This design comes from an exercise in tuning for small area on the open sky130 flow, not from production work.
Function was checked by simulation only, so behaviour that the tests miss may differ from the original.
Power and IR drop assume default switching activity.

===== design/flow/design.v =====
module nerv #(
	parameter [31:0] RESET_ADDR = 32'h 0000_0000,
	parameter integer NUMREGS = 32
) (
	input clock,
	input reset,
	output trap,
    output logic [31:0] x10,
	output [31:0] imem_addr,
	input  [31:0] imem_data,
	output        dmem_valid,
	output [31:0] dmem_addr,
	output [ 3:0] dmem_wstrb,
	output [31:0] dmem_wdata,
	input  [31:0] dmem_rdata
);
	logic mem_wr_enable;
	logic [31:0] mem_wr_addr;
	logic [31:0] mem_wr_data;
	logic [3:0] mem_wr_strb;
	logic mem_rd_enable;
	logic [31:0] mem_rd_addr;
	logic [4:0] mem_rd_reg;
	logic [4:0] mem_rd_func;
	logic mem_rd_enable_q;
	logic [4:0] mem_rd_reg_q;
	logic [4:0] mem_rd_func_q;
	always @(posedge clock) begin
		mem_rd_enable_q <= mem_rd_enable;
		mem_rd_reg_q <= mem_rd_reg;
		mem_rd_func_q <= mem_rd_func;
		if (reset) begin
			mem_rd_enable_q <= 0;
		end
	end
	assign dmem_valid = mem_wr_enable || mem_rd_enable;
	assign dmem_addr  = mem_wr_enable ? mem_wr_addr : mem_rd_enable ? mem_rd_addr : 32'h 0;
	assign dmem_wstrb = mem_wr_enable ? mem_wr_strb : mem_rd_enable ? 4'h 0 : 4'h 0;
	assign dmem_wdata = mem_wr_enable ? mem_wr_data : 32'h 0;
	logic [31:0] regfile [0:NUMREGS-1];
	wire [31:0] insn;
	logic [31:0] npc;
	logic [31:0] pc;
	logic [31:0] imem_addr_q;  
	always @(posedge clock) begin
		imem_addr_q <= imem_addr;
	end
	assign imem_addr = (trap || mem_rd_enable) ? imem_addr_q : npc;
	assign insn = imem_data;
	logic isPCload;  
	logic load_freeze;  
	always_comb begin
		isPCload = (insn_opcode == 7'b0000011 && !load_freeze) ? 1:0;
	end
	always @(posedge clock) begin
		if (isPCload && !load_freeze)
			load_freeze <= 1;
		else if (load_freeze)  
			load_freeze <= 0;  
	end
	logic stall;
	always_comb begin
		case (insn_opcode)  
			7'b0100011:  
			begin
				stall = insn_rd_q == 0 ? 0 :((insn_rd_q == insn_rs1) || (insn_rd_q == insn_rs2));
				if (insn_opcode_q == 7'b1100011 || insn_opcode_q == 7'b0100011) stall = 0;
			end 
			7'b0000011,  
			7'b1100111:  
			begin
				stall = insn_rd_q == 0 ? 0 :(insn_rd_q == insn_rs1);
				if (insn_opcode_q == 7'b1100011 || insn_opcode_q == 7'b0100011) stall = 0;
			end
			default: stall = 0;
		endcase
	end
	logic Asrc;
	logic Bsrc;
	always_comb begin
		Asrc = 0;
		Bsrc = 0;
		case (insn_opcode)  
			7'b0110011,  
			7'b1100011:  
			begin
				if ( (insn_rd_q != 0 && mem_rd_enable_q == 0 ) && !(insn_opcode_q == 7'b1100011 || insn_opcode_q == 7'b0100011) )begin
					Asrc = (insn_rd_q == insn_rs1) ? 1 : 0;
					Bsrc = (insn_rd_q == insn_rs2) ? 1 : 0;
				end
			end 
			7'b0010011:  
			begin
				if ( (insn_rd_q != 0 && mem_rd_enable_q == 0 ) && !(insn_opcode_q == 7'b1100011 || insn_opcode_q == 7'b0100011) )begin
					Asrc = (insn_rd_q == insn_rs1) ? 1 : 0;
					Bsrc = 0;
				end
			end
		endcase
	end
	logic kill;
	logic [31:0] insn_q;  
	logic [31:0] ppc;
	always @(posedge clock) begin
		if ((stall || kill) && !reset && !reset_q) begin
			insn_q <= 32'h 00000013;
		end else begin
			insn_q <= insn;
			ppc <= pc;
		end
	end
	logic [31:0] rs1_value_q;
	logic [31:0] rs2_value_q;
	always @(posedge clock) begin
		if (Asrc) begin
			rs1_value_q <= next_rd;
			if (insn_opcode_q == OPCODE_LOAD)
				rs1_value_q <= mem_rdata;
		end else begin
			rs1_value_q <= !insn_rs1 ? 0 : regfile[insn_rs1];
		end 
		if (Bsrc) begin
			rs2_value_q <= next_rd;
			if (insn_opcode_q == OPCODE_LOAD)
				rs2_value_q <= mem_rdata;
		end else begin
			rs2_value_q <= !insn_rs2 ? 0 : regfile[insn_rs2];
		end 
	end
	wire [6:0] insn_funct7;
	wire [4:0] insn_rs2;
	wire [4:0] insn_rs1;
	wire [2:0] insn_funct3;
	wire [4:0] insn_rd;
	wire [6:0] insn_opcode;
	assign {insn_funct7, insn_rs2, insn_rs1, insn_funct3, insn_rd, insn_opcode} = insn;
	wire [6:0] insn_funct7_q;
	wire [4:0] insn_rs2_q;
	wire [4:0] insn_rs1_q;
	wire [2:0] insn_funct3_q;
	wire [4:0] insn_rd_q;
	wire [6:0] insn_opcode_q;
	assign {insn_funct7_q, insn_rs2_q, insn_rs1_q, insn_funct3_q, insn_rd_q, insn_opcode_q} = insn_q;
	wire [11:0] imm_i;
	assign imm_i = insn[31:20];
	wire [11:0] imm_s;
	assign imm_s[11:5] = insn_funct7, imm_s[4:0] = insn_rd;
	wire [12:0] imm_b;
	assign {imm_b[12], imm_b[10:5]} = insn_funct7, {imm_b[4:1], imm_b[11]} = insn_rd, imm_b[0] = 1'b0;
	wire [20:0] imm_j;
	assign {imm_j[20], imm_j[10:1], imm_j[11], imm_j[19:12], imm_j[0]} = {insn[31:12], 1'b0};
	logic [31:0] imm_i_sext_q;  
	logic [31:0] imm_s_sext_q;  
	logic [31:0] imm_b_sext_q;  
	logic [31:0] imm_j_sext_q;  
	always @(posedge clock) begin
		imm_i_sext_q <= $signed(imm_i);
		imm_s_sext_q <= $signed(imm_s);
		imm_b_sext_q <= $signed(imm_b);
		imm_j_sext_q <= $signed(imm_j);
	end
	localparam OPCODE_LOAD       = 7'b 00_000_11;
	localparam OPCODE_STORE      = 7'b 01_000_11;
	localparam OPCODE_MADD       = 7'b 10_000_11;
	localparam OPCODE_BRANCH     = 7'b 11_000_11;
	localparam OPCODE_LOAD_FP    = 7'b 00_001_11;
	localparam OPCODE_STORE_FP   = 7'b 01_001_11;
	localparam OPCODE_MSUB       = 7'b 10_001_11;
	localparam OPCODE_JALR       = 7'b 11_001_11;
	localparam OPCODE_CUSTOM_0   = 7'b 00_010_11;
	localparam OPCODE_CUSTOM_1   = 7'b 01_010_11;
	localparam OPCODE_NMSUB      = 7'b 10_010_11;
	localparam OPCODE_RESERVED_0 = 7'b 11_010_11;
	localparam OPCODE_MISC_MEM   = 7'b 00_011_11;
	localparam OPCODE_AMO        = 7'b 01_011_11;
	localparam OPCODE_NMADD      = 7'b 10_011_11;
	localparam OPCODE_JAL        = 7'b 11_011_11;
	localparam OPCODE_OP_IMM     = 7'b 00_100_11;
	localparam OPCODE_OP         = 7'b 01_100_11;
	localparam OPCODE_OP_FP      = 7'b 10_100_11;
	localparam OPCODE_SYSTEM     = 7'b 11_100_11;
	localparam OPCODE_AUIPC      = 7'b 00_101_11;
	localparam OPCODE_LUI        = 7'b 01_101_11;
	localparam OPCODE_RESERVED_1 = 7'b 10_101_11;
	localparam OPCODE_RESERVED_2 = 7'b 11_101_11;
	localparam OPCODE_OP_IMM_32  = 7'b 00_110_11;
	localparam OPCODE_OP_32      = 7'b 01_110_11;
	localparam OPCODE_CUSTOM_2   = 7'b 10_110_11;
	localparam OPCODE_CUSTOM_3   = 7'b 11_110_11;
	logic next_wr;
	logic [31:0] next_rd;
	logic illinsn;
	logic trapped;
	logic trapped_q;
	assign trap = trapped;
	always_comb begin
		npc = pc + 4;
		next_wr = 0;
		next_rd = 0;
		illinsn = 0;
		mem_wr_enable = 0;
		mem_wr_addr = 'h0;
		mem_wr_data = 'h0;
		mem_wr_strb = 'h0;
		mem_rd_enable = 0;
		mem_rd_addr = 'h0;
		mem_rd_reg = 'h0;
		mem_rd_func = 'h0;
		kill = 0;
		case (insn_opcode_q)
			OPCODE_LUI: begin
				next_wr = 1;
				next_rd = insn_q[31:12] << 12;
			end
			OPCODE_AUIPC: begin
				next_wr = 1;
				next_rd = (insn_q[31:12] << 12) + pc;
			end
			OPCODE_JAL: begin
				kill = 1;
				next_wr = 1;
				next_rd = ppc+4;
				npc = ppc + imm_j_sext_q;
				if (npc & 32'b 11) begin
					illinsn = 1;
					npc = npc & ~32'b 11;
				end
			end
			OPCODE_JALR: begin
				case (insn_funct3_q)
					3'b 000  : begin
						kill = 1;
						next_wr = 1;
						next_rd = ppc+4;
						npc = (rs1_value_q + imm_i_sext_q) & ~32'b 1;
					end
					default: illinsn = 1;
				endcase
				if (npc & 32'b 11) begin
					illinsn = 1;
					npc = npc & ~32'b 11;
				end
			end
			OPCODE_BRANCH: begin
				case (insn_funct3_q)
					3'b 000  : begin if (rs1_value_q == rs2_value_q) begin kill = 1; npc = ppc + imm_b_sext_q; end end
					3'b 001  : begin if (rs1_value_q != rs2_value_q) begin kill = 1; npc = ppc + imm_b_sext_q; end end
					3'b 100  : begin if ($signed(rs1_value_q) < $signed(rs2_value_q)) begin kill = 1; npc = ppc + imm_b_sext_q; end end
					3'b 101  : begin if ($signed(rs1_value_q) >= $signed(rs2_value_q)) begin kill = 1; npc = ppc + imm_b_sext_q; end end
					3'b 110  : begin if (rs1_value_q < rs2_value_q) begin kill = 1; npc = ppc + imm_b_sext_q; end end
					3'b 111  : begin if (rs1_value_q >= rs2_value_q) begin kill = 1; npc = ppc + imm_b_sext_q; end end
					default: illinsn = 1;
				endcase
				if (npc & 32'b 11) begin
					illinsn = 1;
					npc = npc & ~32'b 11;
				end
			end
			OPCODE_LOAD: begin
				mem_rd_addr = rs1_value_q + imm_i_sext_q;
				casez ({insn_funct3_q, mem_rd_addr[1:0]})
					5'b 000_zz  ,
					5'b 001_z0  ,
					5'b 010_00  ,
					5'b 100_zz  ,
					5'b 101_z0  : begin
						mem_rd_enable = 1;
						mem_rd_reg = insn_rd_q;
						mem_rd_func = {mem_rd_addr[1:0], insn_funct3_q};
						mem_rd_addr = {mem_rd_addr[31:2], 2'b 00};
					end
					default: illinsn = 1;
				endcase
			end
			OPCODE_STORE: begin
				mem_wr_addr = rs1_value_q + imm_s_sext_q;
				casez ({insn_funct3_q, mem_wr_addr[1:0]})
					5'b 000_zz  ,
					5'b 001_z0  ,
					5'b 010_00  : begin
						mem_wr_enable = 1;
						mem_wr_data = rs2_value_q;
						mem_wr_strb = 4'b 1111;
						case (insn_funct3_q)
							3'b 000  : begin mem_wr_strb = 4'b 0001; end
							3'b 001  : begin mem_wr_strb = 4'b 0011; end
							3'b 010  : begin mem_wr_strb = 4'b 1111; end
						endcase
						mem_wr_data = mem_wr_data << (8*mem_wr_addr[1:0]);
						mem_wr_strb = mem_wr_strb << mem_wr_addr[1:0];
						mem_wr_addr = {mem_wr_addr[31:2], 2'b 00};
					end
					default: illinsn = 1;
				endcase
			end
			OPCODE_OP_IMM: begin
				if ((stall && !reset && !reset_q))
					npc = npc - 4;  
				casez ({insn_funct7_q, insn_funct3_q})
					10'b zzzzzzz_000  : begin next_wr = 1; next_rd = rs1_value_q + imm_i_sext_q; end
					10'b zzzzzzz_010  : begin next_wr = 1; next_rd = $signed(rs1_value_q) < $signed(imm_i_sext_q); end
					10'b zzzzzzz_011  : begin next_wr = 1; next_rd = rs1_value_q < imm_i_sext_q; end
					10'b zzzzzzz_100  : begin next_wr = 1; next_rd = rs1_value_q ^ imm_i_sext_q; end
					10'b zzzzzzz_110  : begin next_wr = 1; next_rd = rs1_value_q | imm_i_sext_q; end
					10'b zzzzzzz_111  : begin next_wr = 1; next_rd = rs1_value_q & imm_i_sext_q; end
					10'b 0000000_001  : begin next_wr = 1; next_rd = rs1_value_q << insn_q[24:20]; end
					10'b 0000000_101  : begin next_wr = 1; next_rd = rs1_value_q >> insn_q[24:20]; end
					10'b 0100000_101  : begin next_wr = 1; next_rd = $signed(rs1_value_q) >>> insn_q[24:20]; end
					default: illinsn = 1;
				endcase
			end
			OPCODE_OP: begin
				if ((stall && !reset && !reset_q))
					npc = npc - 4;  
				case ({insn_funct7_q, insn_funct3_q})
					10'b 0000000_000  : begin next_wr = 1; next_rd = rs1_value_q + rs2_value_q; end
					10'b 0100000_000  : begin next_wr = 1; next_rd = rs1_value_q - rs2_value_q; end
					10'b 0000000_001  : begin next_wr = 1; next_rd = rs1_value_q << rs2_value_q[4:0]; end
					10'b 0000000_010  : begin next_wr = 1; next_rd = $signed(rs1_value_q) < $signed(rs2_value_q); end
					10'b 0000000_011  : begin next_wr = 1; next_rd = rs1_value_q < rs2_value_q; end
					10'b 0000000_100  : begin next_wr = 1; next_rd = rs1_value_q ^ rs2_value_q; end
					10'b 0000000_101  : begin next_wr = 1; next_rd = rs1_value_q >> rs2_value_q[4:0]; end
					10'b 0100000_101  : begin next_wr = 1; next_rd = $signed(rs1_value_q) >>> rs2_value_q[4:0]; end
					10'b 0000000_110  : begin next_wr = 1; next_rd = rs1_value_q | rs2_value_q; end
					10'b 0000000_111  : begin next_wr = 1; next_rd = rs1_value_q & rs2_value_q; end
					default: illinsn = 1;
				endcase
			end
			default: illinsn = 1;
		endcase
		if (!isPCload && load_freeze) begin
			npc = pc ;
		end 
		if (mem_rd_enable_q) begin
			next_wr = 0;
			illinsn = 0;
			mem_rd_enable = 0;
			mem_wr_enable = 0;
		end
		if (reset || reset_q) begin
			npc = RESET_ADDR;
			next_wr = 0;
			illinsn = 0;
			mem_rd_enable = 0;
			mem_wr_enable = 0;
		end
	end
	logic reset_q;
	logic [31:0] mem_rdata;
	always_comb begin
		mem_rdata = dmem_rdata >> (8*mem_rd_func_q[4:3]);
		case (mem_rd_func_q[2:0])
			3'b 000  : begin mem_rdata = $signed(mem_rdata[7:0]); end
			3'b 001  : begin mem_rdata = $signed(mem_rdata[15:0]); end
			3'b 100  : begin mem_rdata = mem_rdata[7:0]; end
			3'b 101  : begin mem_rdata = mem_rdata[15:0]; end
		endcase
	end
	always @(posedge clock) begin
		reset_q <= reset;
		trapped_q <= trapped;
		if (!trapped && !reset && !reset_q) begin
			if (illinsn)
				trapped <= 1;
			if (!stall ) begin
				pc <= npc;
			end 
			if (mem_rd_enable_q || next_wr)
				regfile[mem_rd_enable_q ? mem_rd_reg_q : insn_rd_q] <= mem_rd_enable_q ? mem_rdata : next_rd;
			x10 <= regfile[10];
		end
		if (reset || reset_q) begin
			pc <= RESET_ADDR - (reset ? 4 : 0);
			trapped <= 0;
		end
	end
endmodule

===== design/flow/run.sh =====
#!/bin/bash
# synth_recipe.tcl (not shown) runs the flow's synth.tcl, then flattens the netlist and writes it again
# the make line also repeats each setting of config.mk as NAME=value (left out here)
make -C /OpenROAD-flow-scripts/flow DESIGN_CONFIG=/design/flow/config.mk WORK_HOME=/design/flow/orfs CLKGATE_MAP_FILE= SYNTH_SCRIPT=/design/flow/synth_recipe.tcl finish

===== design/flow/config.mk =====
export PLATFORM = sky130hd
export DESIGN_NAME = nerv
export DESIGN_NICKNAME = nerv
export VERILOG_FILES = /design/flow/design.v
export SDC_FILE = /design/flow/constraint.sdc
export NUM_CORES = 4
export LEC_CHECK = 0
export CAP_MARGIN = 20
export CORE_MARGIN = 2
export CORE_UTILIZATION = 40
export SLEW_MARGIN = 20

===== design/flow/constraint.sdc =====
create_clock -name core_clock -period 10.0 [get_ports {clock}]
set_input_delay 2.0000 -clock core_clock [delete_from_list [all_inputs] [get_ports {clock}]]
set_output_delay 2.0000 -clock core_clock [all_outputs]
set_load 0.01 [all_outputs]

==> notes.md <==
outcome complete, no violations; Initial Utilization 0.403; First-pass DRT Iterations 7; setup violators final 0; Final ANT Viol Nets 0; DR vias about 72000; overall global routing resource usage 0.358; CP Cell Sequence inv_1 -> ha_1 -> or3_1 -> or4_1 -> nor3_1 -> nand2_1 -> o21ai_0 -> a211oi_1 -> o21a_1 -> a31oi_2 -> a2111oi_0 -> o41ai_1 -> clkdlybuf4s50_1; setup slack at placement about 1400 ps; num rows approximately 170; Clock transition at path regs ~80 ps; final wirelength roughly 400 mm; VDD IR max 0.173 mV; Initial DRC Count 10600; worst slew pin tran approximately 1300 ps; initial antenna violation count 30; slowest stage cell, crit path a31oi_2; Die Height around 460 um; unrepaired setup endpoints after global routing no; Hold Path End imem_addr_q[25]$_DFF_P_; Yosys top cell area share 0.403; Worst Path Arrival 6970 ps; Critical Path Sink Type output port; buffer count from post-CTS setup fixing 0; Async S/R FF share, synth 0; Synth Instances between 7000 and 8000; setup ws final approximately 1000 ps; Yosys warning total 1; Final Cell Area approximately 94000 um2; cts hold-fix bufs 0; CP Max Fanout 10; Placed Area 89200 um2; Most used DFF post-synth edfxtp_1; largest cells by area after synthesis edfxtp_1, mux4_2, mux2i_1; Syn Area/Cell approximately 11 um2; total CTS buffers 146; CTS resizes 0; core area 207000 um2; Worst R2R Path Depth 16; num ports 200; CTS tree done; die width between 400 and 500 um; cell with the most instances after synthesis edfxtp_1; Worst R2R End regfile[30][23]$_DFFE_PP_; Min-Delay Path Class flop to flop; Clock Skews 61.0 ps; R2R Setup Slk roughly 3200 ps; Hold Path Depth 2; clk sink count 1287; Post-synth EDFFs about 1100; register area share after synthesis 0.444; Final TNS setup 0 ps; highest clock rate between 100 and 150 MHz; min-delay src imem_addr_q[25]$_DFF_P_; share of post-route cells with drive strength above 1 0.163; pwr/cell area 163 nW/um2; vias in the first global route 68200; clock tree buffer depth 3; die area 212000 um2; Critical Path RT roughly 8000 ps; H-tree level count 4; synth unique cells 96; crit path time final about 9000 ps; Via density just under 7; Final Slew Violations 0; root buf cell clkbuf_16; DR DRC count 0; top post-synthesis cells by count edfxtp_1, nor2_1, o21ai_0, a21oi_1, mux2i_1; GP Congestion 1.06; gr ovfl total 0; Slew headroom 0.113; Detailed Place HPWL ~270 mm; synthesized flop and latch total 1287; DR WL/cell between 30 and 40 um; critical path type flop to output port; Worst setup SP type flop; synth-to-layout area growth 12.8%; post-synth top area cell edfxtp_1; Fin. Hold Viols 0; IO buf count 197; largest net degree at the start of global routing ~90; Post-Syn Area 83400 um2; worst skew pair latency between 800 and 900 ps; global-route wire length before repair around 540 mm; Layout Nets 7822; leakage power ~0.033 uW; CP max stage delay just over 800 ps; R2R Path Start rs1_value_q[1]$_DFF_P_; Max Cap Violations 0; Layout Utilization 0.454; fin crit share 0.897
==> registers in the layout, indices dropped and copies added (netlist names) <==
| register | cells |
|---|---|
| imm_i_sext_q | 5 |
| trapped | 1 |
| imm_b_sext_q | 1 |
| reset_q | 1 |
| load_freeze | 1 |
| imm_j_sext_q | 8 |
| rs2_value_q | 32 |
| mem_rd_func_q | 5 |
| pc | 32 |
| imm_s_sext_q | 11 |
| rs1_value_q | 32 |
| regfile | 1024 |
| x10 | 32 |
| insn_q | 32 |
| imem_addr_q | 32 |
| mem_rd_enable_q | 1 |
| ppc | 32 |
| mem_rd_reg_q | 5 |
==> how the worst max path moves through the flow <==
| stage | cells after the start | slack [ps] | to | from |
|---|---|---|---|---|
| 6_report | 13 | 1030 | imem_addr[17] | rs2_value_q[5]$_DFF_P_ |
| 5_1_grt | 13 | 850 | imem_addr[17] | rs2_value_q[14]$_DFF_P_ |
| 4_1_cts | 13 | 1080 | imem_addr[17] | rs2_value_q[5]$_DFF_P_ |
| 3_5_place_dp | 13 | 1400 | imem_addr[23] | imem_data[20] |
| 3_3_place_gp | 13 | 1340 | imem_addr[23] | imem_data[20] |
| 2_1_floorplan | 12 | 3020 | imem_addr[23] | imem_data[18] |
==> report_power, final <==
group	leakage [uW]	internal (uW)	total (uW)	switching, uW
sequential	0.0118	5860	6000	132
clock	0.00230	3120	5440	2330
combinational	0.0185	1270	3930	2650
total	0.0326	10300	15400	5110
==> critical path: cells and delay by family (launching register included) <==
family          cells  cell delay (ps)
compound gates      6             2470
simple gates        4             1900
buf+inv             2              780
flops               1              530
fa+ha+maj           1              460
==> cells by family after synthesis <==
logic type,after synthesis,synth area share
other,1,0.0000450
XOR/XNOR,199,0.0209
AO/OA/AOI/OAI,2268,0.179
AND/OR/NAND/NOR,1608,0.0878
adder cells (fa/ha/maj),269,0.0410
flip-flops,1287,0.444
buffers and inverters,783,0.0359
multiplexers,1063,0.192
==> placed cells by master (no fill, tap or decap), types with 135 or more instances in the layout <==
| master | Yosys | layout |
|---|---|---|
| a22oi_1 | 154 | 154 |
| mux2i_1 | 492 | 471 |
| a21oi_1 | 522 | 511 |
| ha_1 | 262 | 261 |
| buf_4 | 4 | 262 |
| nor2_1 | 628 | 587 |
| o211ai_1 | 135 | 135 |
| nand2_1 | 410 | 410 |
| o21ai_0 | 583 | 579 |
| clkbuf_16 | 0 | 150 |
| inv_1 | 172 | 171 |
| dfxtp_1 | 167 | 156 |
| mux4_2 | 414 | 414 |
| mux2_2 | 156 | 156 |
| edfxtp_1 | 1120 | 1120 |
| clkdlybuf4s50_1 | 0 | 187 |
| a221oi_1 | 178 | 178 |
==> routing by layer <==
| metal | track usage | vias to the layer above | share of wire |
|---|---|---|---|
| li1 | - | 29400 | - |
| met1 | 0.455 | 36300 | 0.38 |
| met2 | 0.550 | 4818 | 0.45 |
| met3 | 0.0779 | 1111 | 0.10 |
| met4 | 0.231 | 14 | 0.077 |
| met5 | 0 | - | 0.00025 |
==> through the flow <==
| stage | hold slack [ps] | instances | total power, uW |
|---|---|---|---|
| 2_1_floorplan | 421 | 7479 | 8320 |
| 3_3_place_gp | 439 | 10100 | 9870 |
| 3_5_place_dp | 440 | 10100 | 9850 |
| 4_1_cts | 456 | 10400 | 15300 |
| 5_1_grt | 476 | 10400 | 15700 |
| 6_report | 449 | 10400 | 15400 |
==> final cells by class <==
cell class                 count  area, um2
fill                       19000     113000
tap                         2788       3490
multi-input combinational   5409      44000
timing repair buffer         463       4040
inverter                     180        676
clock buffer                 183       3900
antenna                       16       40.0
sequential                  1287      37000
clock inverter                82        858

[re-timing with driven ports]
No port has a modelled driver above. Below, the same layout with a new extraction and two added sets of constraints.
Step 1 assumes that a clkbuf_16 drives the clock port and a buf_2 every other input.
Step 2 moves the port delays by t, midway between the first and last clock arrival at a register: inputs arrive t later, outputs are due t later. That takes back most of the time a late clock gives input paths.
Slacks: ideal ports / drivers / drivers and shift; pairs: ideal ports / drivers.
shift t [ns]: 0.875
setup WS [ns]: 1.030 / 0.943 / 1.132
worst setup path at the end: input to output
After both steps setup and hold are still met in this run. For this run, drivers alone change the setup slack by -0.087 ns; drivers and shift together by +0.102 ns.
